This is an optimization exercise on Yosys and OpenROAD, whose aim is small area, not a production implementation. The RTL was checked by simulation tests, not by an equivalence proof against the original design. No activity file was given, so power comes from the tool's default toggle rates.

Design parking, start of the top module:
module parking(
    input clk,
    input sw,
    input rst,
    input come, place, stop_car,
    output reg full_switch,
    output [15:0] stop_place_num_light,
    input leave,
    input [3:0] outplace_carnum,
    output reg count_down, empty_switch,
    output [6:0] money,
    output reg [6:0] stop_time,
    output [127:0] car_leave_light,
    input [3:0] keyboard_val,
    input pay,
    input empty, change,
    input [3:0] initial_money,
    input [2:0] per_money,
    input [3:0] place_number,
    output [119:0] information_light,
    output [55:0] pay_light,
    input time_end,
    output reg allpay
);
    function [7:0] seg_u;
        input [3:0] d;
        begin
            seg_u[0] = (d[2] & ~d[1] & ~d[0]) | (~d[3] & ~d[2] & ~d[1] & d[0]);
            seg_u[1] = (d[2] & ~d[1] & d[0]) | (d[2] & d[1] & ~d[0]);
            seg_u[2] = (~d[2] & d[1] & ~d[0]);
            seg_u[3] = (d[2] & ~d[1] & ~d[0]) | (d[2] & d[1] & d[0]) | (~d[3] & ~d[2] & ~d[1] & d[0]);
            seg_u[4] = (d[0]) | (d[2] & ~d[1]);
            seg_u[5] = (d[1] & d[0]) | (~d[2] & d[1]) | (~d[3] & ~d[2] & d[0]);
            seg_u[6] = (d[2] & d[1] & d[0]) | (~d[3] & ~d[2] & ~d[1]);
            seg_u[7] = 1'b1;
        end
    endfunction
    function [7:0] seg_t;
        input [3:0] d;
        begin
            seg_t[0] = (d[3] & d[1]) | (d[2] & ~d[1] & ~d[0]) | (~d[3] & ~d[2] & ~d[1] & d[0]);
            seg_t[1] = (d[3] & d[1]) | (d[3] & d[2]) | (d[2] & ~d[1] & d[0]) | (d[2] & d[1] & ~d[0]);
            seg_t[2] = ~((~d[2] & ~d[1]) | (~d[3] & d[0]) | (~d[3] & d[2]));
            seg_t[3] = (d[3] & d[1]) | (d[2] & ~d[1] & ~d[0]) | (d[2] & d[1] & d[0]) | (~d[3] & ~d[2] & ~d[1] & d[0]);
            seg_t[4] = (d[0]) | (d[2] & ~d[1]) | (d[3] & d[1]);
            seg_t[5] = (d[1] & d[0]) | (~d[2] & d[1]) | (d[3] & d[2]) | (~d[3] & ~d[2] & d[0]);
  ...
Size in the first run: ~1600 cells after synthesis, ~370 I/O pins.
Settings: LEC_CHECK=0, ABC_AREA=1, CAP_MARGIN=20, CORE_MARGIN=2, CORE_UTILIZATION=40, CTS_BUF_LIST=sky130_fd_sc_hd__clkbuf_8, CTS_CLUSTER_DIAMETER=80, CTS_CLUSTER_SIZE=16, SLEW_MARGIN=20; clock period 20.0 ns.
standard.sh (not shown) runs the stock make flow with config.mk's settings and CLKGATE_MAP_FILE= SYNTH_SCRIPT=/design/flow/synth_recipe.tcl, a recipe that flattens the netlist after the stock synthesis.
==> flow/flow/run.sh <==
#!/bin/bash
# The standard layout with two changes:
#  - synthesis maps the logic with flow/abc_area.script instead of ORFS's ABC script (same
#    synthesis otherwise, so the registers are the standard synthesis's);
#  - the port buffers are the smallest buffer cell;
#  - the constant outputs share the tie cell synthesis gives them (no repair_tie_fanout).
set -euo pipefail
work=$PWD
# ORFS's synth.tcl, with abc given our script
sed 's|^source \$::env(SCRIPTS_DIR)/synth_preamble.tcl$|&\nset abc_args [lreplace $abc_args 1 1 '"$work"'/flow/abc_area.script]|' \
    "$FLOW_HOME/scripts/synth.tcl" > "$work/synth_abc.tcl"
grep -q "flow/abc_area.script" "$work/synth_abc.tcl"
# The standard flow's synthesis script, sourcing that copy
sed 's|\$::env(SCRIPTS_DIR)/synth.tcl|'"$work"'/synth_abc.tcl|' synth_recipe.tcl > "$work/synth_recipe_abc.tcl"
grep -q "synth_abc.tcl" "$work/synth_recipe_abc.tcl"
sed 's|synth_recipe.tcl|synth_recipe_abc.tcl|' standard.sh > standard_abc.sh
grep -q "synth_recipe_abc.tcl" standard_abc.sh
bash standard_abc.sh BUFFER_PORTS_ARGS="-buffer_cell sky130_fd_sc_hd__buf_1" SKIP_REPAIR_TIE_FANOUT=1 > standard.log 2>&1
==> flow/flow/abc_area.script <==
strash; &get -n; &deepsyn -T 20; &put; strash; &get -n; &dch -f; &nf -R 1000; &put; topo; stime -c
==> next run, changes <==
--- a/flow/design.v
+++ b/flow/design.v
@@ -116,33 +116,33 @@
         begin
             a = add3({1'b0, v[6:4]});
             b = add3({a[2:0], v[3]});
             c = add3({b[2:0], v[2]});
             d = add3({c[2:0], v[1]});
             seg2 = {seg_t({a[3], b[3], c[3], d[3]}), seg_u({d[2:0], v[0]})};
         end
     endfunction
     reg [5:0] tb;
     wire tick = (tb == 6'd0);
     wire slot = (tb >= 6'd5) && (tb <= 6'd9);
     always @(posedge clk)
-        if (rst || tb == 6'd44) tb <= 6'd0;
+        if (rst || (tb[5] & tb[3] & tb[2])) tb <= 6'd0;
         else tb <= tb + 6'd1;
     reg [3:0] kv_q;
     reg t1;
     reg [7:0] haspay;
     wire key_a = keyboard_val == 4'hA;
     wire key_d = keyboard_val == 4'hD;
     wire allpay_n = key_d | (allpay & ~key_a);
-    wire t1_n = t1 & ~key_a & ~key_d;
+    wire t1_n = t1 & ~key_a;
     wire add = pay & ~allpay_n & ~t1_n;
     wire hp_1 = haspay[0] ^ keyboard_val[0];
     wire hp_2 = haspay[0] & keyboard_val[0];
     wire hp_3 = haspay[1] ^ keyboard_val[0] ^ keyboard_val[1];
     wire hp_4 = (haspay[1] & keyboard_val[0]) | (haspay[1] & keyboard_val[1]) | (keyboard_val[0] & keyboard_val[1]);
     wire hp_5 = hp_2 ^ hp_3;
     wire hp_6 = hp_2 & hp_3;
     wire hp_7 = haspay[2] ^ keyboard_val[1] ^ keyboard_val[2];
     wire hp_8 = (haspay[2] & keyboard_val[1]) | (haspay[2] & keyboard_val[2]) | (keyboard_val[1] & keyboard_val[2]);
     wire hp_9 = hp_4 ^ hp_6 ^ hp_7;
     wire hp_10 = (hp_4 & hp_6) | (hp_4 & hp_7) | (hp_6 & hp_7);
     wire hp_11 = haspay[3] ^ keyboard_val[0] ^ keyboard_val[2];
After rerunning: Core utilization drops by 0.15 points. Setup slack degrades by 0.47 ns. Clock power stays flat. Design area climbs by 1.7%. Global-route usage climbs by 1.4 points. Cell count climbs by 2.3%. Sequential power climbs by about 1%. Count of clock-buffer cells in the layout drops by 1. Register-to-register slack degrades by 0.45 ns. Non-clock buffer count climbs by 2. Via count climbs by 0.70%. Total power climbs by 2.4%. Wire length climbs by 7.9%.

* * *

RTL: one of the versions met above, not the one the previous note started from.
Size: roughly 1600 cells after synthesis, about 200 flip-flops, about 370 I/O pins, ~13000 um^2 of cells after synthesis.
export LEC_CHECK = 0
export ABC_AREA = 1
export CAP_MARGIN = 20
export CORE_MARGIN = 2
export CORE_UTILIZATION = 40
export CTS_BUF_LIST = sky130_fd_sc_hd__clkbuf_8
export CTS_CLUSTER_DIAMETER = 80
export CTS_CLUSTER_SIZE = 16
export SLEW_MARGIN = 20
create_clock -name core_clock -period 20.0 [get_ports {clk}]
==> flow/flow/abc_area.script <==
strash; &get -n; &deepsyn -J 50; &put; strash; &get -n; &dch -f; &nf -R 1000; &put; topo; stime -c
Scripts as last shown in full above: flow/flow/run.sh
Then changed:
--- a/flow/design.v
+++ b/flow/design.v
@@ -120,25 +120,25 @@
             d = add3({c[2:0], v[1]});
             seg2 = {seg_t({a[3], b[3], c[3], d[3]}), seg_u({d[2:0], v[0]})};
         end
     endfunction
     reg [5:0] tb;
     wire tick = (tb == 6'd0);
     wire slot = (tb >= 6'd5) && (tb <= 6'd9);
     always @(posedge clk)
-        if (rst || (tb[5] & tb[3] & tb[2])) tb <= 6'd0;
+        if (rst || tb == 6'd44) tb <= 6'd0;
         else tb <= tb + 6'd1;
     reg [3:0] kv_q;
     reg t1;
     reg [7:0] haspay;
     wire key_a = keyboard_val == 4'hA;
     wire key_d = keyboard_val == 4'hD;
     wire allpay_n = key_d | (allpay & ~key_a);
-    wire t1_n = t1 & ~key_a;
+    wire t1_n = t1 & ~key_a & ~key_d;
     wire add = pay & ~allpay_n & ~t1_n;
     wire hp_1 = haspay[0] ^ keyboard_val[0];
     wire hp_2 = haspay[0] & keyboard_val[0];
     wire hp_3 = haspay[1] ^ keyboard_val[0] ^ keyboard_val[1];
     wire hp_4 = (haspay[1] & keyboard_val[0]) | (haspay[1] & keyboard_val[1]) | (keyboard_val[0] & keyboard_val[1]);
     wire hp_5 = hp_2 ^ hp_3;
     wire hp_6 = hp_2 & hp_3;
     wire hp_7 = haspay[2] ^ keyboard_val[1] ^ keyboard_val[2];
After rerunning: Design area goes down by 1.7%. First-iteration DRC count is higher by 8.8%. Wire length went down by 7.3%. Total power came out lower by 2.3%. Fmax grows by 5.0%. Core utilization climbs by 0.15 points. Area after synthesis is lower by 1.2%. Global-route usage drops by 1.4 points. Clock-buffer cell count rose by 1. Worst setup slack improved by 470 ps. Clock power is about the same.

* * *

Another version of the RTL of parking (not shown whole).
Size: ~2200 cells after synthesis, roughly 200 flip-flops, ~370 I/O pins.
==> flow/config.mk <==
export PLATFORM = sky130hd
export DESIGN_NAME = parking
export DESIGN_NICKNAME = parking
export VERILOG_FILES = /design/flow/design.v
export SDC_FILE = /design/flow/constraint.sdc
export NUM_CORES = 4
export LEC_CHECK = 0
export ABC_AREA = 1
export CAP_MARGIN = 20
export CORE_MARGIN = 2
export CORE_UTILIZATION = 40
export CTS_BUF_LIST = sky130_fd_sc_hd__clkbuf_8
export CTS_CLUSTER_DIAMETER = 80
export CTS_CLUSTER_SIZE = 16
export SLEW_MARGIN = 20
==> flow/constraint.sdc <==
create_clock -name core_clock -period 20.0 [get_ports {clk}]
set_input_delay 4.0000 -clock core_clock [delete_from_list [all_inputs] [get_ports {clk}]]
set_output_delay 4.0000 -clock core_clock [all_outputs]
set_load 0.01 [all_outputs]
==> flow/flow/run.sh <==
#!/bin/bash
# The standard layout, with the port buffers made from the smallest buffer cell.
set -euo pipefail
bash standard.sh BUFFER_PORTS_ARGS="-buffer_cell sky130_fd_sc_hd__buf_1" > standard.log 2>&1
Rerun with:
--- a/flow/design.v
+++ b/flow/design.v
@@ -340,19 +340,24 @@
     wire df_17 = 1'b1 ^ df_16;
     wire df_18 = 1'b1 & df_16;
     wire [8:0] dd = {df_17, df_15, df_13, df_11, df_9, df_7, df_5, df_3, df_1};
     wire [7:0] diff = dd[7:0];
     wire short = ~dd[8] & (|dd[7:0]);
     wire do_settle = do_pay & ~pay_off;
     wire pay_set = do_settle & ~short & ovalid;
+    wire occ_set = do_park | pay_set;
+    wire [2:0] set_idx = do_park ? empty_place : ox;
+    wire [15:0] set_oh = {8'd0, occ_set} << {place, set_idx};
+    always @(posedge clk) begin
+        if (rst || do_empty) {occA, occB} <= 16'd0;
+        else {occA, occB} <= {occA, occB} | set_oh;
+    end
     integer k;
     always @(posedge clk) begin
         if (rst) begin
-            occA <= 8'd0;
-            occB <= 8'd0;
             full_switch <= 1'b0;
             initial_mon <= 4'd9;
             place_num <= 4'd8;
             per <= 3'd5;
             empty_place <= 3'd0;
             count_down <= 1'b0;
             empty_switch <= 1'b0;
@@ -365,32 +370,26 @@
             m_pay <= 7'd0;
             m_sel <= 1'b0;
             restA_c <= 4'd15;
             restB_c <= 4'd8;
             pl_mode <= 2'd0;
             pay_off <= 1'b0;
         end else begin
-            if (do_empty) begin
-                occA <= 8'd0;
-                occB <= 8'd0;
-            end
             if (do_info) begin
                 initial_mon <= initial_money;
                 place_num <= place_number;
                 per <= per_money;
                 restA_c <= (restB == 4'd8) ? 4'd8 : restA;
                 if (restB != 4'd8) restB_c <= restB;
             end
             if (do_come) begin
                 empty_place <= ep_n;
                 full_switch <= rfull | ({1'b0, ep_n} >= place_num);
             end
             if (do_park) begin
-                if (place) occA[empty_place] <= 1'b1;
-                else occB[empty_place] <= 1'b1;
                 sp_v <= 1'b1;
                 sp_row <= place;
                 sp_idx <= empty_place;
             end
             if (do_leave) begin
                 empty_switch <= ovalid & ~occ_l;
                 if (taken) stop_time <= cp_l;
@@ -410,18 +409,14 @@
                         count_down <= ~count_down;
                     end else begin
                         pl_mode <= 2'd3;
                         pay_off <= 1'b1;
                     end
                 end
             end
-            if (pay_set) begin
-                if (place) occA[ox] <= 1'b1;
-                else occB[ox] <= 1'b1;
-            end
         end
     end
     assign stop_place_num_light = sp_v ? {sp_row ? 8'b10001000 : 8'b10000011, seg_8(sp_idx)} : 16'd0;
     assign car_leave_light = cl_v ? {32'b10000111_11110000_11001000_10000110, 8'b11111111, seg2(stop_time),
                                      8'b01111111, 40'b11001000_10100011_10101011_10000110_10010001, 8'b11111111,
                                      seg2(m_leave)} : 128'd0;
     wire info_v = restA_c != 4'd15;
Effect:
- The changed run finished with timing, DRC and antenna clean
- design area went down by 4.2%
- fmax falls by 5.4%
- sequential share of layout area increases by 1.2 points
- clock power went down by 9.4%
- total power shrinks by 3.8%
- hold slack is about the same
- final cell count decreases by 4.7%
- routed wire length decreases by 3.8%
- setup slack is worse by 0.51 ns
- die area falls by 4.0%
- global-route usage stays flat

## afterwards: timing with drivers on the ports
How much do the figures lean on ideal ports? The routed layouts below were timed once more, with nothing changed but the port constraints. Step 1 (the two cells are an assumption about what drives the block):
set clk [get_ports {clk}]
set_driving_cell -lib_cell sky130_fd_sc_hd__clkbuf_16 $clk
set_driving_cell -lib_cell sky130_fd_sc_hd__buf_2 [delete_from_list [all_inputs] $clk]
Step 2 adds t to the input delays and takes it off the output delays; t is the mean of the earliest and latest rising clock arrival at the registers after step 1. Input paths then give back, and output paths get back, about the clock's delay inside the block. Slacks: no drivers / after step 1 / after step 2; pairs: no drivers / after step 1.
| run | shift t [ns] | setup slack, ns | worst slew at a driven data input, ns | pins driven straight from the clock port |
|---|---|---|---|---|
| the first run of note 1 | 0.549 | 10.505 / 10.493 / 9.943 | 0.08 | 1 |
| the second run of note 1 | 0.568 | 10.031 / 10.006 / 9.439 | 0.07 | 1 |
| the first run of note 2 | 0.568 | 10.031 / 10.006 / 9.439 | 0.07 | 1 |
| the second run of note 2 | 0.549 | 10.505 / 10.493 / 9.943 | 0.08 | 1 |
| the first run of note 3 | 0.559 | 11.019 / 11.023 / 10.463 | 0.07 | 1 |
| the second run of note 3 | 0.566 | 10.504 / 10.527 / 9.961 | 0.06 | 1 |
After both steps setup and hold are still met in every run listed.
